This is an optimization exercise on Yosys and OpenROAD, whose aim is small area, not a production implementation.
Function was checked by simulation only, so behaviour that the tests miss may differ from the original.
Power figures rest on the tool's default switching activity, not on a simulated workload.

==> design.v <==
`timescale 1ns / 1ps
module decryption_top #(
            parameter addr_witdth   = 8,
            parameter reg_width     = 16,
            parameter MST_DWIDTH    = 32,
            parameter SYS_DWIDTH    = 8
        )(
        input clk_sys,
        input rst_n,
        input [MST_DWIDTH -1 : 0]   data_i,
        input                       valid_i,
        output                      busy,
        output reg [SYS_DWIDTH - 1 : 0] data_o,
        output reg                      valid_o,
        input [addr_witdth - 1:0]   addr,
        input                       read,
        input                       write,
        input [reg_width - 1 : 0]   wdata,
        output reg [reg_width - 1 : 0] rdata,
        output reg                  done,
        output reg                  error
    );
    localparam [7:0] TOKEN = 8'hFA;
    reg [1:0]  sel;
    reg [15:0] ckey, skey, zkey;
    wire a0  = (addr == 8'd0);
    wire a16 = (addr == 8'd16);
    wire a18 = (addr == 8'd18);
    wire a20 = (addr == 8'd20);
    wire hit = a0 | a16 | a18 | a20;
    always @(posedge clk_sys) begin
        if (!rst_n) begin
            rdata <= 0; done <= 1; error <= 0;
            sel <= 0; ckey <= 0; skey <= 16'hFFFF; zkey <= 16'h0002;
        end else begin
            done  <= read | write;
            error <= ~hit;
            if (hit)
                rdata <= read ? (({16{a0}}  & {14'b0, sel}) |
                                 ({16{a16}} & ckey) |
                                 ({16{a18}} & skey) |
                                 ({16{a20}} & zkey)) : 16'd0;
            if (write & a0)  sel  <= wdata[1:0];
            if (write & a16) ckey <= wdata;
            if (write & a18) skey <= wdata;
            if (write & a20) zkey <= wdata;
        end
    end
    reg [1:0]  st;
    reg        nz;
    reg [31:0] sh;
    always @(posedge clk_sys) begin
        if (!rst_n) begin
            st <= 0; nz <= 0;
        end else begin
            if (st != 2'd0 || valid_i || nz) st <= st + 2'd1;
            if (st == 2'd3) nz <= valid_i & (|data_i);
        end
        sh[31:8] <= (st == 2'd3) ? data_i[31:8] : sh[23:0];
        sh[7:0]  <= data_i[7:0];
    end
    wire [7:0] db = sh[31:24];
    wire vc  = nz & (sel == 2'd0);
    wire scy = (sel == 2'd1);
    wire zig = (sel == 2'd2);
    wire vp  = nz & (scy | zig);           
    reg        bsy;
    reg [5:0]  ns, nzz;                    
    reg [5:0]  ci;                         
    reg [6:0]  cp;                         
    reg [7:0]  xd;                         
    reg        xv;
    wire [7:0] kn   = skey[15:8];
    wire [7:0] zk   = zkey[7:0];
    wire [5:0] nact = scy ? ns : nzz;
    wire wr  = vp & (db != TOKEN) & ~bsy;
    wire tok = vp & ~wr;
    wire [6:0] ci1 = {1'b0, ci} + 7'd1;
    wire cp_lt_n   = (cp < {1'b0, nact});
    wire clr_s = ({1'b0, ci1} >= {1'b0, kn}) & ~cp_lt_n;
    wire clr   = scy ? clr_s : (zig & bsy & ~cp_lt_n);
    wire act   = bsy & ~clr;
    wire [5:0] m   = cp[5:0];
    wire [5:0] h2  = nzz[5:1] + {5'd0, nzz[0]};                
    wire [5:0] a31 = {2'd0, nzz[5:2]} + {5'd0, |nzz[1:0]};      
    wire [5:0] a32 = {1'b0, nzz[5:2], 1'b0} + {5'd0, (nzz[1:0] > 2'd1)};
    wire [5:0] q   = {2'd0, m[5:2]};
    reg  [6:0] za;
    always @(*) begin
        if (zk == 8'd2)
            za = {2'd0, m[5:1]} + (m[0] ? {1'b0, h2} : 7'd0);
        else if (zk == 8'd3)
            case (m[1:0])
                2'd0: za = {1'b0, q};
                2'd1: za = {q, 1'b0} + {1'b0, a31};
                2'd2: za = {1'b0, q} + {1'b0, a31} + {1'b0, a32};
                default: za = {q, 1'b1} + {1'b0, a31};
            endcase
        else
            za = {1'b0, m};
    end
    wire [6:0] sa = cp_lt_n ? cp : ci1;
    wire [6:0] ra = scy ? sa : za;
    wire       rin = (ra < {1'b0, nact});
    reg [7:0] mem [0:54];
    function [5:0] phys(input z, input [5:0] p);
        phys = (z && p < 6'd3) ? (6'd52 + p) : p;
    endfunction
    wire [5:0] wa = phys(zig, nact);
    wire [5:0] pa = phys(zig, ra[5:0]);
    wire [7:0] rd = rin ? mem[pa] : 8'd0;
    always @(posedge clk_sys) begin
        if (wr) mem[wa] <= db;
    end
    always @(posedge clk_sys) begin
        if (!rst_n) begin
            bsy <= 0; ns <= 0; nzz <= 0; ci <= 0; cp <= 0;
            xd <= 0; xv <= 0; data_o <= 0; valid_o <= 0;
        end else begin
            data_o  <= xd;
            valid_o <= xv;
            xd <= act ? rd : (vc ? db - ckey[7:0] : 8'd0);
            xv <= act | vc;
            if (clr) begin
                bsy <= 0; ci <= 0; cp <= 0;
                if (scy) ns <= 0; else nzz <= 0;
            end else begin
                if (tok) bsy <= 1;
                if (wr) begin
                    if (scy) ns <= ns + 6'd1; else nzz <= nzz + 6'd1;
                end
                if (bsy) begin
                    if (scy) begin
                        if (cp_lt_n) begin
                            cp <= cp + kn[6:0];
                            if (tok) ci <= 0;
                        end else begin
                            ci <= ci1[5:0];
                            cp <= ci1 + kn[6:0];
                        end
                    end else begin
                        cp <= cp + 7'd1;
                    end
                end else if (tok) begin
                    ci <= 0; cp <= 0;
                end
            end
        end
    end
    assign busy = bsy;
endmodule
==> run.sh <==
#!/bin/bash
# synth_recipe.tcl (not shown) runs the flow's synth.tcl, then flattens the netlist and writes it again
# the make line also repeats each setting of config.mk as NAME=value (left out here)
make -C /OpenROAD-flow-scripts/flow DESIGN_CONFIG=/design/flow/config.mk WORK_HOME=/design/flow/orfs CLKGATE_MAP_FILE= SYNTH_SCRIPT=/design/flow/synth_recipe.tcl finish
==> config.mk <==
export PLATFORM = sky130hd
export DESIGN_NAME = decryption_top
export DESIGN_NICKNAME = decryption_top
export VERILOG_FILES = /design/flow/design.v
export SDC_FILE = /design/flow/constraint.sdc
export NUM_CORES = 4
export LEC_CHECK = 0
export CAP_MARGIN = 20
export CORE_MARGIN = 2
export CORE_UTILIZATION = 40
export CTS_BUF_LIST = sky130_fd_sc_hd__clkbuf_4 sky130_fd_sc_hd__clkbuf_8
export CTS_CLUSTER_SIZE = 24
export PLACE_DENSITY = 0.6
export SLEW_MARGIN = 20
==> constraint.sdc <==
create_clock -name core_clock -period 7.5 [get_ports {clk_sys}]
set_input_delay 1.5000 -clock core_clock [delete_from_list [all_inputs] [get_ports {clk_sys}]]
set_output_delay 1.5000 -clock core_clock [all_outputs]
set_load 0.01 [all_outputs]
==> run notes, run 1 <==
* Max-Cap Viols at 0
* Worst Setup Path Type: flip-flop to flip-flop
* Worst path bufs/invs at 3
* Overall routing resource usage at 20.74%
* Placed wire-length estimate at 45,990 um
* Post-Route WL at 70,120 um
* Synthesized area at 0.02613 mm2
* CTS hold repair buffers at 0
* Data required time of the critical path at 8080 ps
* List of cells traversed by the critical path: inv_1 -> ha_1 -> inv_1 -> ha_1 -> ha_1 -> xor2_1 -> fa_1 -> fa_1 -> xor2_1 -> a22o_1 -> o221ai_1 -> a31oi_1 -> mux2i_1 -> ha_1 -> nand2_1 -> a41o_2 -> or4_4 -> nand2_2 -> buf_4 -> mux4_2 -> mux2i_1 -> a221oi_1 -> a2111o_1
* Static leakage power at 0.01068 uW
* Startpoint type of the worst setup path: flip-flop
* Most used flip-flop cell after synthesis: sky130_fd_sc_hd__edfxtp_1
* Crit Path Max Fanout at 18
* Count of yosys warnings during synthesis at 1
* Total negative slack at 0 ps
* Achievable Freq at 0.1541 GHz
* Fraction of final layout cells sized beyond drive strength 1 at 13.03%
* Maximum number of pins on one net before global-route repair at 79
* 1st-pass router iterations at 5
* Die span in x at 259.6 um
* Clock Skews at 45.83 ps
* # diodes at 0
* Ratio of final minimum period to clock period at 86.53%
* Synth-to-layout area growth at 14.65%
* Cell with the most instances after synthesis: sky130_fd_sc_hd__edfxtp_1
* Outcome: complete, no violations
* Total Die Area at 0.06738 mm2
* Final critical-path setup slack at 1010 ps
* Setup bufs post-CTS at 0
* Slew headroom at 30.17%
* Critical path data arrival time at 7070 ps
* Top cell family by delay on the critical path: adder cells
* Slew at the pin closest to its max-slew limit at 1044 ps
* Cell row count at 93
* Setup slack at placement at 1088 ps
* # fillers at 5,798
* Number of antenna violations at the first check in global routing at 1
* Count of pins on the block boundary at 89
* Multi-input gate area in the final layout at 0.009383 mm2
* Most area-hungry cell type in the Yosys netlist: sky130_fd_sc_hd__edfxtp_1
* Number of buffers added on ports at 88
* Worst R2R Path Depth at 23
* Post-Synthesis Mean Instance Area at 12.44 um2
* Drt drc at 0
* Number of vias in the routed layout at 17.40k
* Number of global-route vias before repair at 17.20k
* Number of slew-limit violations in the final report at 0
* Per-cell routed wire length at 22.27 um
* Worst-path clk slew at 60 ps
* Utilization after layout at 46.47%
* Worst vdd ir at 0.0001711 V
* Final Critical Period at 6490 ps
* Top cell types by occurrence after synthesis: sky130_fd_sc_hd__edfxtp_1, sky130_fd_sc_hd__nand2_1, sky130_fd_sc_hd__mux2i_1
* Initial detailed-routing violation count at 1,614
* Nets at 2,352
* CTS tree: done
* FF/Latch Area at 0.01617 mm2
* CP endpoint kind: flip-flop
* #FFs+latches synth at 587
* Cell types occupying the most area after synthesis: sky130_fd_sc_hd__edfxtp_1, sky130_fd_sc_hd__dfxtp_1, sky130_fd_sc_hd__mux2i_1, sky130_fd_sc_hd__nand2_1, sky130_fd_sc_hd__ha_1
* Via/cell ratio at 5.525
* Sink count of the clock tree at 587
* Clock root cell: sky130_fd_sc_hd__clkbuf_8
* Clock Latency Late Sink at 700 ps
* Overflow left after global routing at 0
* Count of final hold-check violations at 0
* Proportion of register bits with asynchronous set or reset after synthesis at 0%
* Gate count of the mapped netlist at 2,100
* Post-detailed-route count of antenna-violating nets at 0
* Setup repair after global routing missed its margin: false
* Placed Cells at 2,970
* Count of cells along the worst hold path at 1
* Proportion of netlist area held by the largest area contributor at 50.57%
* Cell with the biggest individual delay on the critical path: sky130_fd_sc_hd__fa_1
* Number of synthesized flops with an enable pin at 440
* Die Height at 259.6 um
* Most common cell on crit path: sky130_fd_sc_hd__ha_1
* Count of cell instances traversed by the critical path at 23
* Maximum clock insertion buffer count at 3
* Global-route wire length before repair at 106,200 um
* Worst hold slack at 445.6 ps
* Starting Density at 40.53%
* Unique masters post-synth at 87
* Worst hold path class: flip-flop to flip-flop
* Resized Gates After CTS at 0
* Count of non-filler cells in the finished layout at 3,149
* Final number of setup-violating endpoints at 0
* Gpl congestion at 0.8926
* Post-Synthesis Net Count at 2,237
* Total CTS buffers at 98
* H-tree depth at 3
* Power per standard cell area at 243.6 mW/mm2
* Post-synthesis sequential area ratio at 61.83%
* Placeable core area at 0.06446 mm2
* CP peak stage delay at 520 ps
==> per-layer routing <==
layer	global-route usage (%)	wire (um)	part of all wire, %	up-vias
li1	-	-	-	7985
met1	27.80	30060	43	8662
met2	34.26	33650	48	624
met3	3.421	4462	6.4	127
met4	6.976	1941	2.8	0
met5	0	0	0	-
==> flip-flops by register name (all words and copies together) (netlist names) <==
register / cells
st: 2
sel: 2
rdata: 16
bsy: 1
ci: 6
skey: 16
sh: 32
ns: 6
nzz: 6
ckey: 16
zkey: 16
done: 1
nz: 1
cp: 7
xd: 8
error: 1
valid_o: 1
mem: 440
xv: 1
data_o: 8
==> final timing paths <==
path | start | to | slack [ps]
worst max-delay path | nzz[0]$_SDFFE_PN0P_ | xd[0]$_SDFF_PN0_ | 1010
worst min register to register | sh[21]$_DFF_P_ | sh[29]$_DFF_P_ | 450
worst max register to register | nzz[0]$_SDFFE_PN0P_ | xd[0]$_SDFF_PN0_ | 1010
worst min-delay path | sh[21]$_DFF_P_ | sh[29]$_DFF_P_ | 450
==> power by group <==
group	internal, uW	switching [uW]
Sequential	3760	78.3
Clock	1640	1300
Combinational	149	369
==> layout make-up <==
type / instances / share of cell area [%]
Sequential cell: 587 / 53.98
Multi-Input combinational cell: 1364 / 31.32
Clock buffer: 137 / 5.688
Timing Repair Buffer: 117 / 3.734
Tap cell: 855 / 3.571
Clock inverter: 42 / 1.123
Inverter: 47 / 0.5889
==> kinds of logic (layout without fill, tap and decap cells) <==
group	count (synthesis)	after routing	synth area share, %
and+or+nand+nor	742	742	12.76
DFF	587	587	61.83
AOI/OAI and AO/OA	294	294	7.853
muxes	212	212	9.850
buffers and inverters	149	343	2.437
adders and majority gates	77	77	3.965
xor gates and xnor gates	39	39	1.307
==> cells in the final DEF, fill, tap and decap left out, drive strengths merged, types with 6 or more instances in the layout <==
cell type	netlist	final
a21boi	34	34
a21o	20	20
a21oi	59	59
a221oi	6	6
a22o	18	18
a22oi	24	24
a31oi	8	8
and2	20	20
and3	17	17
buf	44	30
clkbuf	58	137
clkdlybuf4s50	0	87
clkinv	1	32
dfxtp	147	147
edfxtp	440	440
fa	10	10
ha	66	66
inv	46	49
mux2	32	32
mux2i	148	148
mux4	32	32
nand2	344	344
nand2b	6	6
nand3	144	144
nand4	9	9
nor2	132	132
nor2b	18	18
nor3	16	16
nor4	10	10
o211ai	24	24
o21a	6	6
o21ai	51	51
xnor2	19	19
xor2	20	20
==> worst reg2reg max path, cell delays in order, from the launching register on <==
cell                       delay [ps]
sky130_fd_sc_hd__dfxtp_1          420
sky130_fd_sc_hd__inv_1            110
sky130_fd_sc_hd__ha_1             220
sky130_fd_sc_hd__inv_1             60
sky130_fd_sc_hd__ha_1             160
sky130_fd_sc_hd__ha_1             180
sky130_fd_sc_hd__xor2_1           320
sky130_fd_sc_hd__fa_1             520
sky130_fd_sc_hd__fa_1             430
sky130_fd_sc_hd__xor2_1           190
sky130_fd_sc_hd__a22o_1           210
sky130_fd_sc_hd__o221ai_1         160
sky130_fd_sc_hd__a31oi_1          110
sky130_fd_sc_hd__mux2i_1          480
sky130_fd_sc_hd__ha_1             250
sky130_fd_sc_hd__nand2_1           60
sky130_fd_sc_hd__a41o_2           280
sky130_fd_sc_hd__or4_4            440
sky130_fd_sc_hd__nand2_2          370
sky130_fd_sc_hd__buf_4            360
sky130_fd_sc_hd__mux4_2           340
sky130_fd_sc_hd__mux2i_1          150
sky130_fd_sc_hd__a221oi_1         130
sky130_fd_sc_hd__a2111o_1         430
==> through the flow <==
step                      power [uW]  instance area [um2]
final                           7297                29960
after global routing            7540                29960
after CTS                       7361                29950
after detailed placement        4430                27910
after global placement          4414                27900
after floorplan                 4129                26130
==> inputs of run 2 (changes only) <==
--- a/config.mk
+++ b/config.mk
@@ -9,6 +9,4 @@
 export CORE_MARGIN = 2
 export CORE_UTILIZATION = 40
-export CTS_BUF_LIST = sky130_fd_sc_hd__clkbuf_4 sky130_fd_sc_hd__clkbuf_8
-export CTS_CLUSTER_SIZE = 24
 export PLACE_DENSITY = 0.6
 export SLEW_MARGIN = 20
==> run notes, run 2 <==
* Outcome: complete, no violations
* CP peak stage delay at 520 ps (about the same)
* Post-detailed-route count of antenna-violating nets at 0 (unchanged)
* Cell types occupying the most area after synthesis: sky130_fd_sc_hd__edfxtp_1, sky130_fd_sc_hd__dfxtp_1, sky130_fd_sc_hd__mux2i_1, sky130_fd_sc_hd__nand2_1, sky130_fd_sc_hd__ha_1
* Fraction of final layout cells sized beyond drive strength 1 at 10.61% (-2.4 points)
* List of cells traversed by the critical path: inv_1 -> ha_1 -> inv_1 -> ha_1 -> ha_1 -> xor2_1 -> fa_1 -> fa_1 -> xor2_1 -> a22o_1 -> o221ai_1 -> a31oi_1 -> mux2i_1 -> ha_1 -> nand2_1 -> a41o_2 -> or4_4 -> nand2_2 -> buf_4 -> mux4_2 -> mux2i_1 -> a221oi_1 -> a2111o_1
* Total Die Area at 0.06738 mm2 (unchanged)
* Compound-cell area share of the yosys netlist at 7.853% (unchanged)
* Proportion of register bits with asynchronous set or reset after synthesis at 0% (unchanged)
* Setup repair after global routing missed its margin: false
* Slew headroom at 29.78% (-0.39 points)
* Via/cell ratio at 5.543 (+0.33%)
* Adder-Cell Fraction of Synth Area at 3.965% (unchanged)
* Highest-count cells in the layout ignoring fill and taps: sky130_fd_sc_hd__edfxtp_1, sky130_fd_sc_hd__nand2_1, sky130_fd_sc_hd__mux2i_1, sky130_fd_sc_hd__nand3_1, sky130_fd_sc_hd__dfxtp_1
* Placeable core area at 0.06446 mm2 (unchanged)
* Proportion of netlist area held by the largest area contributor at 50.57% (unchanged)
* Number of slew-limit violations in the final report at 0 (unchanged)
* Most common cell on crit path: sky130_fd_sc_hd__ha_1
* Crit Path Max Fanout at 18 (unchanged)
* Slew at the pin closest to its max-slew limit at 1049 ps (+5.899 ps)
* Resized Gates After CTS at 0 (unchanged)
* Leading cell type in the layout, fill and taps excluded: sky130_fd_sc_hd__edfxtp_1
* Fraction of synthesized area in multiplexers at 9.850% (unchanged)
* Achievable Freq at 0.1535 GHz (-0.38%)
* Setup bufs post-CTS at 0 (unchanged)
* Starting Density at 40.53% (unchanged)
* #FFs+latches synth at 587 (unchanged)
* Top flop regs: mem x440, sh x32
* Final Critical Period at 6515 ps (+25.04 ps)
* # fillers at 5,749 (-0.85%)
* Max-Cap Viols at 0 (unchanged)
* Die span in x at 259.6 um (unchanged)
* Max reg flops at 440 (unchanged)
* Clock Skews at 25.88 ps (-19.95 ps)
* Post-Synthesis Net Count at 2,237 (unchanged)
* Post-Route WL at 69,260 um (-1.2%)
* Post-Synthesis Mean Instance Area at 12.44 um2 (unchanged)
* Number of antenna violations at the first check in global routing at 1 (unchanged)
* Worst vdd ir at 0.0001604 V (-6.2%)
* Die Height at 259.6 um (unchanged)
* CTS tree: done
* Placed Cells at 2,970 (unchanged)
* # diodes at 0 (unchanged)
* Sink count of the clock tree at 587 (unchanged)
* Cell with the most instances after synthesis: sky130_fd_sc_hd__edfxtp_1
* Synthesized area at 0.02613 mm2 (unchanged)
* Clock root cell: sky130_fd_sc_hd__clkbuf_16
* Drt drc at 0 (unchanged)
* Total CTS buffers at 66 (-33%)
* Share of the synthesized netlist area taken by xor and xnor gates at 1.307% (unchanged)
* 1st-pass router iterations at 6 (+1)
* Most area-hungry cell type in the Yosys netlist: sky130_fd_sc_hd__edfxtp_1
* Worst hold path class: flip-flop to flip-flop
* CTS hold repair buffers at 0 (unchanged)
* Maximum number of pins on one net before global-route repair at 79 (unchanged)
* Ratio of final minimum period to clock period at 86.86% (+0.33 points)
* Synth Area in Simple Gates at 12.76% (unchanged)
* Worst Setup Path Type: flip-flop to flip-flop
* Cell with the biggest individual delay on the critical path: sky130_fd_sc_hd__fa_1
* Final number of setup-violating endpoints at 0 (unchanged)
* Number of global-route vias before repair at 16.83k (-2.1%)
* Post-synthesis sequential area ratio at 61.83% (unchanged)
* Most used flip-flop cell after synthesis: sky130_fd_sc_hd__edfxtp_1
* Critical path data arrival time at 7000 ps (-70 ps)
* Placed wire-length estimate at 45,990 um (unchanged)
* H-tree depth at 3 (unchanged)
* Worst-path clk slew at 60 ps (about the same)
* Static leakage power at 0.01068 uW (about the same)
* Register name with the most flops: mem
* Global-route wire length before repair at 105,400 um (-0.72%)
* Overflow left after global routing at 0 (unchanged)
* Nets at 2,321 (-1.3%)
* Count of yosys warnings during synthesis at 1 (unchanged)
* Count of pins on the block boundary at 89 (unchanged)
* Per-cell routed wire length at 22.43 um (+0.73%)
* Power per standard cell area at 251.2 mW/mm2 (+3.2%)
* Number of buffers added on ports at 88 (unchanged)
* Number of vias in the routed layout at 17.12k (-1.6%)
* Gpl congestion at 0.8926 (unchanged)
* CP endpoint kind: flip-flop
* Cell row count at 93 (unchanged)
* Synth-to-layout area growth at 15.08%
* Multi-input gate area in the final layout at 0.009380 mm2 (about the same)
* Gate count of the mapped netlist at 2,100 (unchanged)
* Unique masters post-synth at 87 (unchanged)
* Top cell types by occurrence after synthesis: sky130_fd_sc_hd__edfxtp_1, sky130_fd_sc_hd__nand2_1, sky130_fd_sc_hd__mux2i_1
* Count of final hold-check violations at 0 (unchanged)
* Overall routing resource usage at 20.61% (-0.13 points)
* Dominant combinational cell family by area after synthesis: simple AND/OR/NAND/NOR gates
* Number of synthesized flops with an enable pin at 440 (unchanged)
* FF/Latch Area at 0.01617 mm2 (unchanged)
* Startpoint type of the worst setup path: flip-flop
* Initial detailed-routing violation count at 1,717 (+6.4%)
* Clock Latency Late Sink at 610 ps (-90 ps)
* Data required time of the critical path at 7980 ps (-100 ps)
* Maximum clock insertion buffer count at 3 (unchanged)
* Count of non-filler cells in the finished layout at 3,088 (-1.9%)
* Total negative slack at 0 ps (unchanged)
run 2: kinds of logic after synthesis:
family / after synthesis
flops: 587
mux: 212
compound gates: 294
xor+xnor: 39
simple gates: 742
buf+inv: 149
fa+ha+maj: 77
run 2: layout make-up:
| cell class | instances | area share, % |
|---|---|---|
| timing repair buffer | 118 | 3.745 |
| clock buffer | 86 | 6.071 |
| inverter | 47 | 0.5867 |
| sequential | 587 | 53.78 |
| clock inverter | 31 | 1.069 |
| multi-input combinational | 1364 | 31.19 |
| tap | 855 | 3.558 |
run 2: report_power, final:
part	internal (uW)	switching (uW)	total (uW)
Sequential	3760	77.5	3840
Clock	1900	1300	3200
Combinational	149	368	517
Total	5810	1750	7550
run 2: metrics by stage:
| step | total power (uW) | utilization, % | cell area [um2] | setup slack, ps | hold slack, ps |
|---|---|---|---|---|---|
| after floorplan | 4129 | - | 26130 | 1806 | 411.9 |
| after detailed placement | 4430 | 43.29 | 27910 | 1088 | 434.6 |
| after global placement | 4414 | 43.28 | 27900 | 1300 | 439.9 |
| after global routing | 7792 | 46.65 | 30070 | 743.1 | 454.4 |
| after CTS | 7624 | 46.62 | 30060 | 1078 | 448.1 |
| final | 7555 | 46.65 | 30070 | 985.4 | 444.8 |
run 2: path summary, 6_finish.rpt:
kind                        from          endpoint  slack [ps]  cells after the start
max          nzz[0]$_SDFFE_PN0P_  xd[0]$_SDFF_PN0_         990                     23
min               sh[21]$_DFF_P_    sh[29]$_DFF_P_         440                      1
max reg2reg  nzz[0]$_SDFFE_PN0P_  xd[0]$_SDFF_PN0_         990                     23
min reg2reg       sh[21]$_DFF_P_    sh[29]$_DFF_P_         440                      1
run 2: worst max-delay path: cells and delay by family, from the launching register on:
family / cells / cell delay (ps)
AO/OA/AOI/OAI: 6 / 1320
XOR/XNOR: 2 / 510
adder cells (fa/ha/maj): 6 / 1760
buffers and inverters: 3 / 520
flip-flops: 1 / 410
multiplexers: 3 / 980
AND/OR/NAND/NOR: 3 / 870
run 2: layer usage:
| layer | GRT usage [%] | routed length [um] |
|---|---|---|
| met1 | 28.16 | 30120 |
| met2 | 34.12 | 33440 |
| met3 | 3.090 | 3825 |
| met4 | 5.955 | 1880 |
| met5 | 0 | 0 |
==> inputs of run 3 (changes only) <==
--- a/design.v
+++ b/design.v
@@ -82,32 +82,47 @@
     wire act   = bsy & ~clr;
     wire [5:0] m   = cp[5:0];
-    wire [5:0] h2  = nzz[5:1] + {5'd0, nzz[0]};                
-    wire [5:0] a31 = {2'd0, nzz[5:2]} + {5'd0, |nzz[1:0]};      
-    wire [5:0] a32 = {1'b0, nzz[5:2], 1'b0} + {5'd0, (nzz[1:0] > 2'd1)};
     wire [5:0] q   = {2'd0, m[5:2]};
-    reg  [6:0] za;
+    wire [5:0] h2  = nzz[5:1] + {5'd0, nzz[0]};                 
+    wire [5:0] a31 = {2'd0, nzz[5:2]} + {5'd0, |nzz[1:0]};       
+    wire [5:0] a3s = {2'd0, nzz[5:2]} + {1'b0, nzz[5:2], 1'b0}
+                   + {4'd0, nzz[1], ~nzz[1] & nzz[0]};        
+    reg  [5:0] zb, zo;
     always @(*) begin
-        if (zk == 8'd2)
-            za = {2'd0, m[5:1]} + (m[0] ? {1'b0, h2} : 7'd0);
-        else if (zk == 8'd3)
+        zb = m; zo = 6'd0;
+        if (zk == 8'd2) begin
+            zb = {1'b0, m[5:1]};
+            zo = m[0] ? h2 : 6'd0;
+        end else if (zk == 8'd3) begin
             case (m[1:0])
-                2'd0: za = {1'b0, q};
-                2'd1: za = {q, 1'b0} + {1'b0, a31};
-                2'd2: za = {1'b0, q} + {1'b0, a31} + {1'b0, a32};
-                default: za = {q, 1'b1} + {1'b0, a31};
+                2'd0: begin zb = q;                  zo = 6'd0; end
+                2'd1: begin zb = {q[4:0], 1'b0};     zo = a31;  end
+                2'd2: begin zb = q;                  zo = a3s;  end
+                default: begin zb = {q[4:0], 1'b1};  zo = a31;  end
             endcase
-        else
-            za = {1'b0, m};
+        end
     end
-    wire [6:0] sa = cp_lt_n ? cp : ci1;
-    wire [6:0] ra = scy ? sa : za;
-    wire       rin = (ra < {1'b0, nact});
-    reg [7:0] mem [0:54];
+    wire [5:0] za = zb + zo;
+    wire [6:0] sa  = cp_lt_n ? cp : ci1;
+    wire [5:0] ra  = scy ? sa[5:0] : za;
+    wire       rin = ~scy | cp_lt_n | (ci1 < {1'b0, ns});
+    reg [7:0] mem [0:53];
     function [5:0] phys(input z, input [5:0] p);
-        phys = (z && p < 6'd3) ? (6'd52 + p) : p;
+        phys = (z && p < 6'd2) ? {4'b1101, p[1:0]} : p;
     endfunction
     wire [5:0] wa = phys(zig, nact);
-    wire [5:0] pa = phys(zig, ra[5:0]);
-    wire [7:0] rd = rin ? mem[pa] : 8'd0;
+    wire [5:0] pa = phys(zig, ra);
+    wire [7:0] rlo = 8'd1 << pa[2:0];
+    wire [7:0] rhi = {7'd0, rin} << pa[5:3];
+    reg  [7:0] rgrp [0:6];
+    reg  [7:0] rd;
+    integer k;
+    always @(*) begin
+        for (k = 0; k < 7; k = k + 1) rgrp[k] = 8'd0;
+        for (k = 0; k < 54; k = k + 1)
+            if (k < 49 || k > 51)
+                rgrp[k / 8] = rgrp[k / 8] | (mem[k] & {8{rlo[k % 8]}});
+        rd = 8'd0;
+        for (k = 0; k < 7; k = k + 1) rd = rd | (rgrp[k] & {8{rhi[k]}});
+    end
     always @(posedge clk_sys) begin
         if (wr) mem[wa] <= db;
@@ -132,10 +147,9 @@
                 if (bsy) begin
                     if (scy) begin
+                        cp <= sa + kn[6:0];
                         if (cp_lt_n) begin
-                            cp <= cp + kn[6:0];
                             if (tok) ci <= 0;
                         end else begin
                             ci <= ci1[5:0];
-                            cp <= ci1 + kn[6:0];
                         end
                     end else begin
==> flow/run.sh (new file) <==
#!/bin/bash
# Standard ORFS layout (the standard.sh) with two changes:
#  - clock tree synthesis without dummy loads, built from small clock buffers
#  - port buffers use the smallest buffer cell
set -euo pipefail
export CTS_ARGS="-sink_clustering_enable -repair_clock_nets -dont_use_dummy_load -buf_list {sky130_fd_sc_hd__clkbuf_4 sky130_fd_sc_hd__clkbuf_8}"
export BUFFER_PORTS_ARGS="-buffer_cell sky130_fd_sc_hd__buf_1"
bash standard.sh > standard.log 2>&1
==> standard.sh (new file) <==
#!/bin/bash
# synth_recipe.tcl (not shown) runs the flow's synth.tcl, then flattens the netlist and writes it again
# the make line also repeats each setting of config.mk as NAME=value (left out here)
make -C /OpenROAD-flow-scripts/flow DESIGN_CONFIG=/design/flow/config.mk WORK_HOME=/design/flow/orfs CLKGATE_MAP_FILE= SYNTH_SCRIPT=/design/flow/synth_recipe.tcl "${@:-finish}"
removed: run.sh
==> run notes, run 3 <==
* Switching portion of total power at 23.22% (+0.082 points)
* Per-cell routed wire length at 23.19 um (+3.4%)
* Critical path data arrival time at 6240 ps (-760 ps)
* Number of global-route vias before repair at 16.01k (-4.9%)
* Clock Skews at 85.04 ps (+59.16 ps)
* Overflow left after global routing at 0 (unchanged)
* CP peak stage delay at 530 ps (about the same)
* Number of slew-limit violations in the final report at 0 (unchanged)
* Most area-hungry cell type in the Yosys netlist: sky130_fd_sc_hd__edfxtp_1
* Count of non-filler cells in the finished layout at 2,831 (-8.3%)
* CTS tree: done
* Leading cell type in the layout, fill and taps excluded: sky130_fd_sc_hd__edfxtp_1
* Global-route wire length before repair at 99,750 um (-5.4%)
* Data required time of the critical path at 8110 ps (+130 ps)
* Gpl congestion at 0.9128 (+2.3%)
* Worst Setup Path Type: flip-flop to flip-flop
* Count of final hold-check violations at 0 (unchanged)
* Final number of setup-violating endpoints at 0 (unchanged)
* Post-Synthesis Net Count at 2,067 (-7.6%)
* Post-detailed-route count of antenna-violating nets at 0 (unchanged)
* Top cell family by delay on the critical path: compound AO/OA/AOI/OAI gates
* Placed Cells at 2,736 (-7.9%)
* Cell types occupying the most area after synthesis: sky130_fd_sc_hd__edfxtp_1, sky130_fd_sc_hd__dfxtp_1, sky130_fd_sc_hd__mux2i_1, sky130_fd_sc_hd__nand2_1, sky130_fd_sc_hd__ha_1
* Achievable Freq at 0.1774 GHz (+16%)
* Most used flip-flop cell after synthesis: sky130_fd_sc_hd__edfxtp_1
* Unique masters post-synth at 79 (-9.2%)
* Count of cells along the worst hold path at 1 (unchanged)
* Proportion of netlist area held by the largest area contributor at 50.77% (+0.20 points)
* Register-to-register setup slack at 1860 ps (+880 ps)
* Maximum clock insertion buffer count at 3 (unchanged)
* Hold Path Origin: xv$_SDFF_PN0_
* #FFs+latches synth at 555 (-5.5%)
* Starting Density at 40.21% (-0.33 points)
* List of cells traversed by the critical path: inv_1 -> fa_1 -> inv_1 -> ha_1 -> fa_1 -> xor2_1 -> a22o_1 -> a22oi_1 -> nor2_1 -> ha_1 -> nor3b_1 -> o22ai_1 -> or3_1 -> a31oi_1 -> nor2b_1 -> nand3_1 -> a21oi_1 -> nor4b_1 -> a211oi_1
* # diodes at 0 (unchanged)
* H-tree depth at 3 (unchanged)
* Switching component of the power at 1434 uW (-18%)
* Power share of the sequential group at 57.3% (+6.5 points)
* Worst R2R Path Depth at 19 (-17%)
* Die span in x at 249.6 um (-3.8%)
* Resized Gates After CTS at 0 (unchanged)
* Proportion of register bits with asynchronous set or reset after synthesis at 0% (unchanged)
* Ratio of final minimum period to clock period at 75.16% (-12 points)
* Max-Cap Viols at 0 (unchanged)
* Crit Reg-Reg Endpoint: xd[1]$_SDFF_PN0_
* Fraction of final layout cells sized beyond drive strength 1 at 10.00% (-0.61 points)
* Post-Route WL at 65,650 um (-5.2%)
* Outcome: complete, no violations
* Cell with the most instances after synthesis: sky130_fd_sc_hd__edfxtp_1
* Maximum number of pins on one net before global-route repair at 89 (+13%)
* Synth-to-layout area growth at 9.970%
* CP endpoint kind: flip-flop
* Power per standard cell area at 232.7 mW/mm2 (-7.4%)
* Post-Synthesis Mean Instance Area at 12.43 um2 (about the same)
* Final Critical Period at 5637 ps (-877.5 ps)
* Register name with the most flops: mem
* Hold-critical path endpoint: valid_o$_SDFF_PN0_
* Clock Latency Late Sink at 690 ps (+80 ps)
* Max reg flops at 408 (-7.3%)
* Worst hold path class: flip-flop to flip-flop
* Setup repair after global routing missed its margin: false
* Placed wire-length estimate at 43,350 um (-5.7%)
* Overall routing resource usage at 20.91% (+0.30 points)
* Worst-path clk slew at 60 ps (about the same)
* CTS hold repair buffers at 0 (unchanged)
* Logic gate share of total power at 7.3% (+0.5 points)
* Crit Path Max Fanout at 9 (-9)
* Clock power frac at 35.4% (-7.0 points)
* Synthesized area at 0.02413 mm2 (-7.6%)
* Setup bufs post-CTS at 0 (unchanged)
* Top flop regs: mem x408, sh x32
* Initial detailed-routing violation count at 1,731 (+0.82%)
* Startpoint type of the worst setup path: flip-flop
* Gate count of the mapped netlist at 1,941 (-7.6%)
* Number of buffers added on ports at 88 (unchanged)
* Number of vias in the routed layout at 16.27k (-5.0%)
* Post-synthesis sequential area ratio at 62.96% (+1.1 points)
* Slew headroom at 34.46% (+4.7 points)
* Via/cell ratio at 5.747 (+3.7%)
* Highest-count cells in the layout ignoring fill and taps: sky130_fd_sc_hd__edfxtp_1, sky130_fd_sc_hd__nand2_1, sky130_fd_sc_hd__dfxtp_1, sky130_fd_sc_hd__a21oi_1, sky130_fd_sc_hd__nor2_1
* Count of yosys warnings during synthesis at 2 (+1)
* Worst R2R Start: nzz[2]$_SDFFE_PN0P_
* Clock root cell: sky130_fd_sc_hd__clkbuf_8
* Worst vdd ir at 0.0002129 V (+33%)
* Nets at 2,177 (-6.2%)
* Cell with the biggest individual delay on the critical path: sky130_fd_sc_hd__a31oi_1
* Top cell types by occurrence after synthesis: sky130_fd_sc_hd__edfxtp_1, sky130_fd_sc_hd__nand2_1, sky130_fd_sc_hd__dfxtp_1
* Drt drc at 0 (unchanged)
* Slew at the pin closest to its max-slew limit at 981.7 ps (-67.72 ps)
* Internal power summed over all cells at 4741 uW (-18%)
* Placeable core area at 0.06002 mm2 (-6.9%)
* Total CTS buffers at 95 (+44%)
* 1st-pass router iterations at 5 (-1)
* Number of antenna violations at the first check in global routing at 1 (unchanged)
* Worst path bufs/invs at 2 (-1)
* Count of pins on the block boundary at 89 (unchanged)
* Total Die Area at 0.06231 mm2 (-7.5%)
* Sink count of the clock tree at 555 (-5.5%)
* Total negative slack at 0 ps (unchanged)
* Number of synthesized flops with an enable pin at 408 (-7.3%)
* Static leakage power at 0.008842 uW (-17%)
* Cell row count at 90 (-3.2%)
* Die Height at 249.6 um (-3.8%)
==> run 3: cell count changes after synthesis, sizes merged, moves of 32 or more <==
cell and change:
nand3 -103, a21oi +78, nand2 -76, o22ai +36
mux2i -34, a21boi -33, edfxtp -32
==> run 3: worst max-delay path by stage <==
stage                             to  slack (ps)           startpoint  cells after the start
finish              xd[1]$_SDFF_PN0_        1860  nzz[2]$_SDFFE_PN0P_                     19
global route        xd[6]$_SDFF_PN0_        1510  sel[1]$_SDFFE_PN0P_                     16
CTS                 xd[6]$_SDFF_PN0_        1840  nzz[2]$_SDFFE_PN0P_                     20
detailed placement  xd[6]$_SDFF_PN0_        1780  nzz[2]$_SDFFE_PN0P_                     20
global placement    xd[6]$_SDFF_PN0_        1820  nzz[2]$_SDFFE_PN0P_                     20
floorplan           xd[5]$_SDFF_PN0_        2660  sel[1]$_SDFFE_PN0P_                     21
==> run 3: cells by family (layout without fill, tap and decap cells) <==
family          after synthesis  in the layout  synth area share (%)
simple gates                536            536                 9.726
buf+inv                     155            263                 3.007
xor+xnor                     35             35                 1.270
fa+ha+maj                    65             65                 3.526
flops                       555            555                 62.96
compound gates              435            435                 12.12
mux                         160            160                 7.388
==> run 3: power groups by stage <==
stage	registers, uW	logic, uW	clock network (uW)
after global routing	3540	488	2360
after floorplan	3700	140	0
final	3540	450	2190
after global placement	3600	432	0
after CTS	3540	452	2230
after detailed placement	3600	452	0
==> run 3: layout make-up <==
type                       count  area (um2)
clock buffer                  95        1308
fill                        5460       33480
inverter                      52       195.2
multi-input combinational   1231        8263
sequential                   555       15200
tap                          782       978.4
timing repair buffer         116       590.6
==> run 3: metal layers <==
metal	vias to the layer above	wire, um	GRT usage, %
li1	7418	-	-
met1	8094	29320	29.29
met2	646	29980	33.22
met3	111	4840	3.755
met4	0	1508	6.213
met5	-	0	0
==> run 3: stage by stage <==
stage / total power (uW) / util (%) / instance area (um2) / hold slack [ps] / setup slack, ps
6_report: 6175 / 44.22 / 26540 / 440.4 / 1863
5_1_grt: 6386 / 44.22 / 26540 / 459.1 / 1509
4_1_cts: 6219 / 44.21 / 26530 / 447.8 / 1836
3_5_place_dp: 4054 / 42.03 / 25230 / 433.7 / 1780
3_3_place_gp: 4032 / 42.02 / 25220 / 425.5 / 1823
2_1_floorplan: 3836 / - / 24130 / 411.9 / 2658
==> inputs of run 4 (changes only) <==
==> flow/run.sh (replaced) <==
#!/bin/bash
# Standard ORFS layout (the standard.sh) with two changes:
#  - clock tree synthesis without dummy loads, built from one small clock buffer type in larger clusters
#  - port buffers use the smallest buffer cell
set -euo pipefail
export CTS_ARGS="-sink_clustering_enable -repair_clock_nets -dont_use_dummy_load -buf_list {sky130_fd_sc_hd__clkbuf_8} -sink_clustering_size 16 -sink_clustering_max_diameter 60"
export BUFFER_PORTS_ARGS="-buffer_cell sky130_fd_sc_hd__buf_1"
bash standard.sh > standard.log 2>&1
==> run notes, run 4 <==
* Outcome: complete, no violations
* Post-Synthesis Net Count at 2,067 (unchanged)
* Post-synthesis sequential area ratio at 62.96% (unchanged)
* H-tree depth at 2 (-1)
* Post-detailed-route count of antenna-violating nets at 0 (unchanged)
* Unique masters post-synth at 79 (unchanged)
* Via/cell ratio at 5.724 (-0.39%)
* Initial detailed-routing violation count at 1,580 (-8.7%)
* Overflow left after global routing at 0 (unchanged)
* Worst-path clk slew at 100 ps (+40 ps)
* Most used flip-flop cell after synthesis: sky130_fd_sc_hd__edfxtp_1
* Maximum clock insertion buffer count at 3 (unchanged)
* Data required time of the critical path at 8030 ps (-80 ps)
* Crit Path Max Fanout at 18 (+9)
* Number of antenna violations at the first check in global routing at 2 (+1)
* Total CTS buffers at 44 (-54%)
* List of cells traversed by the critical path: inv_1 -> ha_2 -> o21ai_0 -> inv_1 -> ha_1 -> and4b_1 -> o2111ai_2 -> nand3_1 -> o21a_1 -> a2111oi_0 -> buf_4 -> nor2b_1 -> nand3_1 -> a21oi_1 -> nor3_1 -> a31oi_1
* Count of pins on the block boundary at 89 (unchanged)
* Pwr Total at 5442 uW (-12%)
* Static leakage power at 0.008475 uW (-4.1%)
* Gpl congestion at 0.9128 (unchanged)
* Proportion of netlist area held by the largest area contributor at 50.77% (unchanged)
* Total Die Area at 0.06231 mm2 (unchanged)
* Ratio of final minimum period to clock period at 78.19% (+3.0 points)
* Cell row count at 90 (unchanged)
* # fillers at 5,502 (+0.77%)
* Die span in x at 249.6 um (unchanged)
* Maximum number of pins on one net before global-route repair at 89 (unchanged)
* Post-Route WL at 64,940 um (-1.1%)
* Placeable core area at 0.06002 mm2 (unchanged)
* Max-Cap Viols at 0 (unchanged)
* Number of buffers added on ports at 88 (unchanged)
* Max reg flops at 408 (unchanged)
* Top cell family by delay on the critical path: compound AO/OA/AOI/OAI gates
* Proportion of register bits with asynchronous set or reset after synthesis at 0% (unchanged)
* Power per standard cell area at 210.6 mW/mm2 (-9.5%)
* Per-cell routed wire length at 23.36 um (+0.72%)
* Synth-to-layout area growth at 7.061%
* Clock Latency Late Sink at 660 ps (-30 ps)
* Total negative slack at 0 ps (unchanged)
* Clock root cell: sky130_fd_sc_hd__clkbuf_8
* Setup bufs post-CTS at 0 (unchanged)
* Leading cell type in the layout, fill and taps excluded: sky130_fd_sc_hd__edfxtp_1
* Worst vdd ir at 0.0002083 V (-2.2%)
* Overall routing resource usage at 20.54% (-0.37 points)
* CP peak stage delay at 930 ps (+400 ps)
* Setup slack at placement at 1780 ps (unchanged)
* Worst hold path class: flip-flop to flip-flop
* Starting Density at 40.21% (unchanged)
* Top cell types by occurrence after synthesis: sky130_fd_sc_hd__edfxtp_1, sky130_fd_sc_hd__nand2_1, sky130_fd_sc_hd__dfxtp_1
* Clock Skews at 82.55 ps (-2.492 ps)
* Final Critical Period at 5864 ps (+227.0 ps)
* FF/Latch Area at 0.01520 mm2 (unchanged)
* Gate count of the mapped netlist at 1,941 (unchanged)
* Drt drc at 0 (unchanged)
* Setup repair after global routing missed its margin: false
* Startpoint type of the worst setup path: flip-flop
* Number of slew-limit violations in the final report at 0 (unchanged)
* Placed wire-length estimate at 43,350 um (unchanged)
* Final critical-path setup slack at 1636 ps (-227.0 ps)
* Sink count of the clock tree at 555 (unchanged)
* CTS hold repair buffers at 0 (unchanged)
* Count of yosys warnings during synthesis at 2 (unchanged)
* Top flop regs: mem x408, sh x32
* Number of synthesized flops with an enable pin at 408 (unchanged)
* Fraction of final layout cells sized beyond drive strength 1 at 7.708% (-2.3 points)
* Achievable Freq at 0.1705 GHz (-3.9%)
* Synthesized area at 0.02413 mm2 (unchanged)
* Number of vias in the routed layout at 15.91k (-2.2%)
* Slew headroom at 29.65% (-4.8 points)
* CTS tree: done
* Resized Gates After CTS at 0 (unchanged)
* #FFs+latches synth at 555 (unchanged)
* Die Height at 249.6 um (unchanged)
* Worst Setup Path Type: flip-flop to flip-flop
* 1st-pass router iterations at 6 (+1)
* Highest-count cells in the layout ignoring fill and taps: sky130_fd_sc_hd__edfxtp_1, sky130_fd_sc_hd__nand2_1, sky130_fd_sc_hd__dfxtp_1, sky130_fd_sc_hd__a21oi_1, sky130_fd_sc_hd__nor2_1
* Cell types occupying the most area after synthesis: sky130_fd_sc_hd__edfxtp_1, sky130_fd_sc_hd__dfxtp_1, sky130_fd_sc_hd__mux2i_1, sky130_fd_sc_hd__nand2_1, sky130_fd_sc_hd__ha_1
* Global-route wire length before repair at 97,680 um (-2.1%)
* Worst hold slack at 451.7 ps (+11.25 ps)
* Worst path bufs/invs at 3 (+1)
* # diodes at 0 (unchanged)
* Critical path data arrival time at 6390 ps (+150 ps)
* Final number of setup-violating endpoints at 0 (unchanged)
* Slew at the pin closest to its max-slew limit at 1029 ps (+46.96 ps)
* Nets at 2,126 (-2.3%)
* Multi-input gate area in the final layout at 0.008263 mm2 (unchanged)
* Cell with the biggest individual delay on the critical path: sky130_fd_sc_hd__a2111oi_0
* Post-Synthesis Mean Instance Area at 12.43 um2 (unchanged)
* Count of final hold-check violations at 0 (unchanged)
* Number of global-route vias before repair at 15.56k (-2.8%)
* Cell with the most instances after synthesis: sky130_fd_sc_hd__edfxtp_1
* Most area-hungry cell type in the Yosys netlist: sky130_fd_sc_hd__edfxtp_1
* Register name with the most flops: mem
* CP endpoint kind: flip-flop
-- run 4: changes by cell type in the layout (fill, tap and decap cells not counted) --
cell                       before  now
sky130_fd_sc_hd__clkbuf_8      95   44
-- run 4: cells by family (layout without fill, tap and decap cells) --
kind of cell	Yosys count	in the layout	share of synthesized area, %
xor gates and xnor gates	35	35	1.270
muxes	160	160	7.388
buffers and inverters	155	212	3.007
and+or+nand+nor	536	536	9.726
DFF	555	555	62.96
AOI/OAI and AO/OA	435	435	12.12
adders and majority gates	65	65	3.526
-- run 4: routing by layer --
layer	routed length [um]	GRT usage, %	part of all wire [%]	vias up
met5	0	0	0	-
met1	28670	28.51	44	7902
met2	29830	32.73	46	621
li1	-	-	-	7303
met3	5010	4.391	7.7	87
met4	1430	5.387	2.2	0
-- run 4: metrics by stage --
stage	util, %	area (um2)	std cells
floorplan	-	24130	1941
global placement	42.02	25220	2736
detailed placement	42.03	25230	2736
CTS	43.04	25830	2780
global route	43.05	25840	2780
finish	43.05	25840	2780
-- run 4: worst paths after layout --
path,start,end,slack (ps),cells after the start
worst min-delay path,xv$_SDFF_PN0_,valid_o$_SDFF_PN0_,450,1
worst min register to register,xv$_SDFF_PN0_,valid_o$_SDFF_PN0_,450,1
worst max register to register,sel[1]$_SDFFE_PN0P_,xd[6]$_SDFF_PN0_,1640,16
worst max-delay path,sel[1]$_SDFFE_PN0P_,xd[6]$_SDFF_PN0_,1640,16
-- run 4: power by group --
group	leakage [uW]	internal, uW	switching (uW)
Clock	0.000316	526	936
Sequential	0.00486	3510	16.9
Combinational	0.00330	109	339
-- run 4: final cells by class --
cell class	instances	area share [%]
Timing Repair Buffer	116	2.286
Clock buffer	44	2.344
Tap cell	782	3.787
Inverter	52	0.7554
Sequential cell	555	58.85
Multi-Input combinational cell	1231	31.98
-- run 4: worst reg2reg max path, stage by stage (launching register included) --
cell and delay (ps):
sky130_fd_sc_hd__dfxtp_1 410, sky130_fd_sc_hd__inv_1 90, sky130_fd_sc_hd__ha_2 320, sky130_fd_sc_hd__o21ai_0 620, sky130_fd_sc_hd__inv_1 210, sky130_fd_sc_hd__ha_1 330
sky130_fd_sc_hd__and4b_1 260, sky130_fd_sc_hd__o2111ai_2 120, sky130_fd_sc_hd__nand3_1 530, sky130_fd_sc_hd__o21a_1 430, sky130_fd_sc_hd__a2111oi_0 930, sky130_fd_sc_hd__buf_4 250
sky130_fd_sc_hd__nor2b_1 70, sky130_fd_sc_hd__nand3_1 410, sky130_fd_sc_hd__a21oi_1 100, sky130_fd_sc_hd__nor3_1 530, sky130_fd_sc_hd__a31oi_1 170
==> inputs of run 5 (changes only) <==
==> run.sh (new file) <==
#!/bin/bash
# synth_recipe.tcl (not shown) runs the flow's synth.tcl, then flattens the netlist and writes it again
# the make line also repeats each setting of config.mk as NAME=value (left out here)
make -C /OpenROAD-flow-scripts/flow DESIGN_CONFIG=/design/flow/config.mk WORK_HOME=/design/flow/orfs CLKGATE_MAP_FILE= SYNTH_SCRIPT=/design/flow/synth_recipe.tcl finish
removed: flow/run.sh
removed: standard.sh
==> run notes, run 5 <==
* Outcome: complete, no violations
* Post-detailed-route count of antenna-violating nets at 0 (unchanged)
* Static leakage power at 0.009383 uW (+11%)
* Worst path bufs/invs at 3 (unchanged)
* Leading cell type in the layout, fill and taps excluded: sky130_fd_sc_hd__edfxtp_1
* Proportion of register bits with asynchronous set or reset after synthesis at 0% (unchanged)
* Number of buffers added on ports at 88 (unchanged)
* Top cell family by delay on the critical path: compound AO/OA/AOI/OAI gates
* Gate count of the mapped netlist at 1,941 (unchanged)
* Critical path data arrival time at 6640 ps (+250 ps)
* Sink count of the clock tree at 555 (unchanged)
* Count of pins on the block boundary at 89 (unchanged)
* Total CTS buffers at 57 (+30%)
* Setup bufs post-CTS at 0 (unchanged)
* Register name with the most flops: mem
* Post-Synthesis Mean Instance Area at 12.43 um2 (unchanged)
* Nets at 2,155 (+1.4%)
* Final Critical Period at 6159 ps (+295.4 ps)
* CTS tree: done
* Cell with the most instances after synthesis: sky130_fd_sc_hd__edfxtp_1
* # diodes at 0 (unchanged)
* Number of antenna violations at the first check in global routing at 2 (unchanged)
* Worst R2R Start: sel[1]$_SDFFE_PN0P_
* CTS hold repair buffers at 0 (unchanged)
* Die span in x at 249.6 um (unchanged)
* Crit Path Max Fanout at 20 (+2)
* Most area-hungry cell type in the Yosys netlist: sky130_fd_sc_hd__edfxtp_1
* Achievable Freq at 0.1624 GHz (-4.8%)
* Worst-path clk slew at 60 ps (-40 ps)
* CP endpoint kind: flip-flop
* Maximum number of pins on one net before global-route repair at 55 (-38%)
* Final number of setup-violating endpoints at 0 (unchanged)
* Cell row count at 90 (unchanged)
* Cell with the biggest individual delay on the critical path: sky130_fd_sc_hd__a311oi_4
* Top flop regs: mem x408, sh x32
* Highest-count cells in the layout ignoring fill and taps: sky130_fd_sc_hd__edfxtp_1, sky130_fd_sc_hd__nand2_1, sky130_fd_sc_hd__dfxtp_1, sky130_fd_sc_hd__a21oi_1, sky130_fd_sc_hd__nor2_1
* H-tree depth at 2 (unchanged)
* Most used flip-flop cell after synthesis: sky130_fd_sc_hd__edfxtp_1
* Starting Density at 40.21% (unchanged)
* Worst hold path class: flip-flop to flip-flop
* Placeable core area at 0.06002 mm2 (unchanged)
* Data required time of the critical path at 7980 ps (-50 ps)
* Unique masters post-synth at 79 (unchanged)
* Die Height at 249.6 um (unchanged)
* Synth-to-layout area growth at 15.16%
* Top cell types by occurrence after synthesis: sky130_fd_sc_hd__edfxtp_1, sky130_fd_sc_hd__nand2_1, sky130_fd_sc_hd__dfxtp_1
* Startpoint type of the worst setup path: flip-flop
* Overall routing resource usage at 21.04% (+0.50 points)
* Utilization after layout at 46.30% (+3.3 points)
* CP peak stage delay at 1070 ps (+140 ps)
* Proportion of netlist area held by the largest area contributor at 50.77% (unchanged)
* Count of yosys warnings during synthesis at 2 (unchanged)
* Global-route wire length before repair at 99,930 um (+2.3%)
* Max-Cap Viols at 0 (unchanged)
* Resized Gates After CTS at 0 (unchanged)
* Clock Skews at 11.88 ps (-70.67 ps)
* Worst Setup Path Type: flip-flop to flip-flop
* Count of non-filler cells in the finished layout at 2,859 (+2.8%)
* Slew at the pin closest to its max-slew limit at 1206 ps (+177.0 ps)
* Slew headroom at 19.62% (-10 points)
* Power per standard cell area at 247.1 mW/mm2 (+17%)
* Total negative slack at 0 ps (unchanged)
* Maximum clock insertion buffer count at 3 (unchanged)
* Synthesized area at 0.02413 mm2 (unchanged)
* Gpl congestion at 0.9532 (+4.4%)
* Placed Cells at 2,752 (+0.58%)
* Post-Route WL at 66,620 um (+2.6%)
* CP Launch Point: sel[1]$_SDFFE_PN0P_
* Fraction of final layout cells sized beyond drive strength 1 at 10.01% (+2.3 points)
* Number of slew-limit violations in the final report at 0 (unchanged)
* 1st-pass router iterations at 7 (+1)
* Ratio of final minimum period to clock period at 82.13% (+3.9 points)
* Number of vias in the routed layout at 16.42k (+3.2%)
* Placed wire-length estimate at 44,090 um (+1.7%)
* Overflow left after global routing at 0 (unchanged)
* Post-Synthesis Net Count at 2,067 (unchanged)
* Worst vdd ir at 0.0001923 V (-7.7%)
* Clock root cell: sky130_fd_sc_hd__clkbuf_16
* #FFs+latches synth at 555 (unchanged)
* Clock Latency Late Sink at 620 ps (-40 ps)
* Cell types occupying the most area after synthesis: sky130_fd_sc_hd__edfxtp_1, sky130_fd_sc_hd__dfxtp_1, sky130_fd_sc_hd__mux2i_1, sky130_fd_sc_hd__nand2_1, sky130_fd_sc_hd__ha_1
* Total Die Area at 0.06231 mm2 (unchanged)
* Number of global-route vias before repair at 15.85k (+1.8%)
* List of cells traversed by the critical path: inv_1 -> ha_2 -> o21ai_0 -> inv_1 -> ha_1 -> and4b_1 -> o2111ai_2 -> nand3_1 -> a311oi_4 -> buf_4 -> mux2_2 -> o21ai_0 -> a21oi_1 -> a211oi_1 -> a31oi_1
* Number of synthesized flops with an enable pin at 408 (unchanged)
* Max reg flops at 408 (unchanged)
* Setup repair after global routing missed its margin: false
* Post-synthesis sequential area ratio at 62.96% (unchanged)
* Hold Path Origin: xv$_SDFF_PN0_
* Initial detailed-routing violation count at 1,713 (+8.4%)
* Drt drc at 0 (unchanged)
* Via/cell ratio at 5.742 (+0.31%)
* Per-cell routed wire length at 23.30 um (-0.25%)
* Count of final hold-check violations at 0 (unchanged)
==> run 5: cell counts after synthesis <==
Identical to the previous run, type by type.
==> run 5: final timing paths <==
kind	slack (ps)	to	cells past startpoint
setup / recovery	1340	xd[3]$_SDFF_PN0_	15
setup reg to reg	1340	xd[3]$_SDFF_PN0_	15
hold / removal	450	valid_o$_SDFF_PN0_	1
hold reg to reg	450	valid_o$_SDFF_PN0_	1
==> run 5: power breakdown <==
part	total [uW]	internal (uW)	leakage [uW]	switching (uW)
logic	479	132	0.00360	347
registers	3540	3520	0.00486	15.9
clock network	2850	1660	0.000921	1190
total	6870	5310	0.00938	1550
==> run 5: final cells by class <==
cell class | instances | area (um2)
sequential | 555 | 15200
clock buffer | 88 | 1659
fill | 5370 | 32230
timing repair buffer | 132 | 1274
multi-input combinational | 1231 | 8255
tap | 782 | 978.4
inverter | 52 | 195.2
clock inverter | 19 | 225.2
==> run 5: layer usage <==
layer | wire length, um | vias to the layer above | track usage, %
met5 | 35 | - | 0
met3 | 5232 | 123 | 4.579
met4 | 1632 | 4 | 5.990
li1 | - | 7462 | -
met1 | 29090 | 8151 | 29.57
met2 | 30630 | 676 | 32.82
==> run 5: worst register-to-register path, delay by kind of cell (launching register included) <==
kind	cells	cell delay, ps
AO/OA/AOI/OAI	7	3030
multiplexers	1	360
flip-flops	1	410
adder cells (fa/ha/maj)	2	670
AND/OR/NAND/NOR	2	800
buffers and inverters	3	780
==> run 5: stage by stage <==
| stage | power (uW) | hold slack, ps | setup slack (ps) | instance area [um2] |
|---|---|---|---|---|
| floorplan | 3836 | 411.9 | 2658 | 24130 |
| global placement | 4063 | 431.4 | 1598 | 25900 |
| detailed placement | 4082 | 423.8 | 1558 | 25900 |
| CTS | 6911 | 451.7 | 1546 | 27790 |
| global route | 7069 | 461.4 | 1146 | 27790 |
| finish | 6868 | 450.8 | 1341 | 27790 |
==> run 5: cell families (layout without fill, tap and decap cells) <==
group           after synthesis  count (layout)  synth area share [%]
fa+ha+maj                    65              65                 3.526
xor+xnor                     35              35                 1.270
flops                       555             555                 62.96
compound gates              435             435                 12.12
mux                         160             160                 7.388
simple gates                536             536                 9.726
buf+inv                     155             291                 3.007
==> inputs of run 6 (changes only) <==
--- a/design.v
+++ b/design.v
@@ -106,12 +106,8 @@
     wire [5:0] ra  = scy ? sa[5:0] : za;
     wire       rin = ~scy | cp_lt_n | (ci1 < {1'b0, ns});
-    reg [7:0] mem [0:53];
-    function [5:0] phys(input z, input [5:0] p);
-        phys = (z && p < 6'd2) ? {4'b1101, p[1:0]} : p;
-    endfunction
-    wire [5:0] wa = phys(zig, nact);
-    wire [5:0] pa = phys(zig, ra);
-    wire [7:0] rlo = 8'd1 << pa[2:0];
-    wire [7:0] rhi = {7'd0, rin} << pa[5:3];
+    reg [7:0] mems [0:48];
+    reg [7:0] memz [0:48];
+    wire [7:0] rlo = 8'd1 << ra[2:0];
+    wire [7:0] rhi = {7'd0, rin} << ra[5:3];
     reg  [7:0] rgrp [0:6];
     reg  [7:0] rd;
@@ -119,12 +115,12 @@
     always @(*) begin
         for (k = 0; k < 7; k = k + 1) rgrp[k] = 8'd0;
-        for (k = 0; k < 54; k = k + 1)
-            if (k < 49 || k > 51)
-                rgrp[k / 8] = rgrp[k / 8] | (mem[k] & {8{rlo[k % 8]}});
+        for (k = 0; k < 49; k = k + 1)
+            rgrp[k / 8] = rgrp[k / 8] | ((scy ? mems[k] : memz[k]) & {8{rlo[k % 8]}});
         rd = 8'd0;
         for (k = 0; k < 7; k = k + 1) rd = rd | (rgrp[k] & {8{rhi[k]}});
     end
     always @(posedge clk_sys) begin
-        if (wr) mem[wa] <= db;
+        if (wr & scy) mems[ns] <= db;
+        if (wr & zig) memz[nzz] <= db;
     end
     always @(posedge clk_sys) begin
==> run notes, run 6 <==
* Outcome: complete, no violations
* Total negative slack at 0 ps (unchanged)
* Drt drc at 0 (unchanged)
* Multi-input gate area in the final layout at 0.01140 mm2 (+38%)
* Sink count of the clock tree at 931 (+68%)
* Most area-hungry cell type in the Yosys netlist: sky130_fd_sc_hd__edfxtp_1
* Starting Density at 40.53% (+0.32 points)
* Highest-count cells in the layout ignoring fill and taps: sky130_fd_sc_hd__edfxtp_1, sky130_fd_sc_hd__nand2_1, sky130_fd_sc_hd__nor2_1, sky130_fd_sc_hd__dfxtp_1, sky130_fd_sc_hd__mux2i_1
* Gate count of the mapped netlist at 2,633 (+36%)
* Number of buffers added on ports at 88 (unchanged)
* CP peak stage delay at 760 ps (-310 ps)
* Post-Synthesis Net Count at 2,765 (+34%)
* Setup bufs post-CTS at 0 (unchanged)
* CP endpoint kind: flip-flop
* #FFs+latches synth at 931 (+68%)
* Fraction of synthesized area in multiplexers at 8.511% (+1.1 points)
* Most common cell on crit path: sky130_fd_sc_hd__o21ai_0
* Crit Path Max Fanout at 10 (-50%)
* Worst hold path class: flip-flop to flip-flop
* Leading cell type in the layout, fill and taps excluded: sky130_fd_sc_hd__edfxtp_1
* Critical path data arrival time at 6800 ps (+160 ps)
* Dominant combinational cell family by area after synthesis: compound AO/OA/AOI/OAI gates
* Initial detailed-routing violation count at 3,090 (+80%)
* Post-Synthesis Mean Instance Area at 14.67 um2 (+18%)
* Overall routing resource usage at 24.30% (+3.3 points)
* Total Die Area at 0.09905 mm2 (+59%)
* Worst Setup Path Type: flip-flop to flip-flop
* 1st-pass router iterations at 8 (+1)
* Count of yosys warnings during synthesis at 2 (unchanged)
* Proportion of netlist area held by the largest area contributor at 60.96% (+10 points)
* Count of pins on the block boundary at 89 (unchanged)
* Post-synthesis sequential area ratio at 68.58% (+5.6 points)
* Cell with the biggest individual delay on the critical path: sky130_fd_sc_hd__nor2_1
* Compound-cell area share of the yosys netlist at 9.493% (-2.6 points)
* Achievable Freq at 0.1614 GHz (-0.62%)
* Cell with the most instances after synthesis: sky130_fd_sc_hd__edfxtp_1
* FF/Latch Area at 0.02652 mm2 (+74%)
* Resized Gates After CTS at 0 (unchanged)
* Number of global-route vias before repair at 24.18k (+53%)
* Share of the synthesized netlist area taken by xor and xnor gates at 0.7938% (-0.48 points)
* Per-cell routed wire length at 29.78 um (+28%)
* Gpl congestion at 0.9959 (+4.5%)
* H-tree depth at 3 (+1)
* Overflow left after global routing at 0 (unchanged)
* Worst-path clk slew at 70 ps (about the same)
* Worst hold slack at 438.1 ps (-12.64 ps)
* Slew headroom at 23.86% (+4.2 points)
* Nets at 2,865 (+33%)
* Number of synthesized flops with an enable pin at 784 (+92%)
* Data required time of the critical path at 8110 ps (+130 ps)
* Fraction of final layout cells sized beyond drive strength 1 at 12.74% (+2.7 points)
* Synthesized area at 0.03862 mm2 (+60%)
* Count of cells along the worst hold path at 1 (unchanged)
* CTS tree: done
* Cell types occupying the most area after synthesis: sky130_fd_sc_hd__edfxtp_1, sky130_fd_sc_hd__dfxtp_1, sky130_fd_sc_hd__mux4_2, sky130_fd_sc_hd__mux2i_1, sky130_fd_sc_hd__nand2_1
* Clock Latency Late Sink at 690 ps (+70 ps)
* Total CTS buffers at 95 (+67%)
* Number of antenna violations at the first check in global routing at 4 (+2)
* Clock root cell: sky130_fd_sc_hd__clkbuf_16
* Proportion of register bits with asynchronous set or reset after synthesis at 0% (unchanged)
* Maximum number of pins on one net before global-route repair at 102 (+85%)
* Number of slew-limit violations in the final report at 0 (unchanged)
* Worst vdd ir at 0.0001796 V (-6.6%)
* Unique masters post-synth at 95 (+20%)
* Static leakage power at 0.01410 uW (+50%)
* List of cells traversed by the critical path: inv_1 -> fa_1 -> inv_1 -> ha_1 -> fa_1 -> xor2_1 -> a22o_1 -> a22oi_1 -> nor2_1 -> ha_1 -> o21ai_0 -> o21ai_0 -> a21o_1 -> mux2i_1 -> nor2_1 -> and2_0 -> o21ai_0 -> o2111a_1 -> a31oi_1
* Worst R2R Path Depth at 19 (+4)
* Synth Area in Simple Gates at 8.080% (-1.6 points)
* Setup repair after global routing missed its margin: false
* Final number of setup-violating endpoints at 0 (unchanged)
* Final Critical Period at 6198 ps (+38.29 ps)
* Clock Skews at 41.33 ps (+29.45 ps)
* Startpoint type of the worst setup path: flip-flop
* Count of final hold-check violations at 0 (unchanged)
* Ratio of final minimum period to clock period at 82.64% (+0.51 points)
* Global-route wire length before repair at 173,900 um (+74%)
* Power per standard cell area at 261.0 mW/mm2 (+5.6%)
* Number of vias in the routed layout at 24.64k (+50%)
* # diodes at 0 (unchanged)
* CTS hold repair buffers at 0 (unchanged)
* Top cell types by occurrence after synthesis: sky130_fd_sc_hd__edfxtp_1, sky130_fd_sc_hd__nand2_1, sky130_fd_sc_hd__nor2_1
* Synth-to-layout area growth at 14.45%
* Maximum clock insertion buffer count at 3 (unchanged)
* Die Height at 314.7 um (+26%)
* Post-Route WL at 121,400 um (+82%)
* Via/cell ratio at 6.044 (+5.3%)
* Max-Cap Viols at 0 (unchanged)
* Placed wire-length estimate at 81,870 um (+86%)
* # fillers at 8,289 (+54%)
* Most used flip-flop cell after synthesis: sky130_fd_sc_hd__edfxtp_1
* Adder-Cell Fraction of Synth Area at 2.398% (-1.1 points)
* Post-detailed-route count of antenna-violating nets at 0 (unchanged)
* Top flop regs: mems x392, memz x392, sh x32
* Cell row count at 113 (+26%)
* Slew at the pin closest to its max-slew limit at 1138 ps (-67.79 ps)
* Die span in x at 314.7 um (+26%)
* Placeable core area at 0.09529 mm2 (+59%)
run 6: changes by cell type in the layout (fill, tap and decap cells not counted), moves of 19 or more:
cell and delta:
sky130_fd_sc_hd__edfxtp_1 +376, sky130_fd_sc_hd__nor2_1 +86, sky130_fd_sc_hd__mux4_2 +66, sky130_fd_sc_hd__a21oi_1 -62
sky130_fd_sc_hd__clkbuf_16 +38, sky130_fd_sc_hd__nand2_1 -27, sky130_fd_sc_hd__a22oi_1 +26, sky130_fd_sc_hd__nand3_1 +22
sky130_fd_sc_hd__a222oi_1 +19
run 6: layout make-up:
class                   instances  area share, %
repair buffers                142          2.998
flip-flops and latches        931          59.99
multi-input cells            1505          25.79
clock buffers                 113          5.651
inverters                      58         0.4926
well taps                    1265          3.581
clock inverters                62          1.498
run 6: kinds of logic after synthesis:
| family | count (synthesis) |
|---|---|
| xor gates and xnor gates | 35 |
| muxes | 230 |
| and+or+nand+nor | 679 |
| buffers and inverters | 197 |
| adders and majority gates | 71 |
| AOI/OAI and AO/OA | 490 |
| DFF | 931 |
run 6: routing by layer:
metal  track usage (%)  wire [um]  vias to the layer above
li1                  -          -                    10490
met1             32.35      48610                    12540
met2             38.44      55940                     1341
met3             5.302      10980                      266
met4             10.58       5852                        2
met5                 0         13                        -
run 6: path summary, 6_finish.rpt:
| check | slack, ps | endpoint | startpoint |
|---|---|---|---|
| max reg2reg | 1300 | xd[3]$_SDFF_PN0_ | nzz[3]$_SDFFE_PN0P_ |
| max | 1300 | xd[3]$_SDFF_PN0_ | nzz[3]$_SDFFE_PN0P_ |
| min reg2reg | 440 | valid_o$_SDFF_PN0_ | xv$_SDFF_PN0_ |
| min | 440 | valid_o$_SDFF_PN0_ | xv$_SDFF_PN0_ |
run 6: stage by stage:
| stage | power [uW] | util, % | cells | instance area, um2 | setup WS (ps) |
|---|---|---|---|---|---|
| floorplan | 6470 | - | 2633 | 38620 | 1994 |
| global placement | 6808 | 43.01 | 3899 | 40990 | 1575 |
| detailed placement | 6846 | 43.03 | 3900 | 41010 | 1423 |
| CTS | 11590 | 46.35 | 4075 | 44170 | 1424 |
| global route | 11850 | 46.38 | 4076 | 44200 | 1090 |
| finish | 11530 | 46.38 | 4076 | 44200 | 1302 |
run 6: where the power goes:
group          leakage, uW  switching (uW)  total (uW)  internal, uW
Combinational      0.00433             420         547           127
Sequential         0.00824             178        6190          6010
Clock              0.00152            2060        4800          2740
run 6: worst max-delay path, delay by kind of cell (launching register included):
kind            cells  cell delay (ps)
xor+xnor            1              160
buf+inv             2              240
fa+ha+maj           4             1590
compound gates      8             1870
mux                 1              110
simple gates        3             1570
flops               1              560

## separate check: timing with driven ports
The results above use ideal ports. As a check the final layouts listed here were re-extracted and re-timed, cells and wires unchanged. Step 1 (the two cells are an assumption about what drives the block):
set clk [get_ports {clk_sys}]
set_driving_cell -lib_cell sky130_fd_sc_hd__clkbuf_16 $clk
set_driving_cell -lib_cell sky130_fd_sc_hd__buf_2 [delete_from_list [all_inputs] $clk]
Step 2 times the ports against the registers' clock, not the clock port: input delays grow and output delays shrink by t, the midpoint of the rising clock arrivals with the driver on. a / b / c = ideal / step 1 / step 2; a / b = the first two.
run	shift t [ns]	setup WS [ns]	worst setup path after step 2	worst data-port slew with drivers (ns)
run 1	0.735	1.010 / 1.010 / 1.010	register to register	0.07
run 2	0.653	0.985 / 0.985 / 0.985	register to register	0.07
run 3	0.702	1.863 / 1.863 / 1.863	register to register	0.05
run 4	0.671	1.636 / 1.636 / 1.636	register to register	0.05
run 5	0.672	1.341 / 1.341 / 1.341	register to register	0.06
run 6	0.750	1.302 / 1.302 / 1.302	register to register	0.07
After both steps every run listed still meets setup and hold.
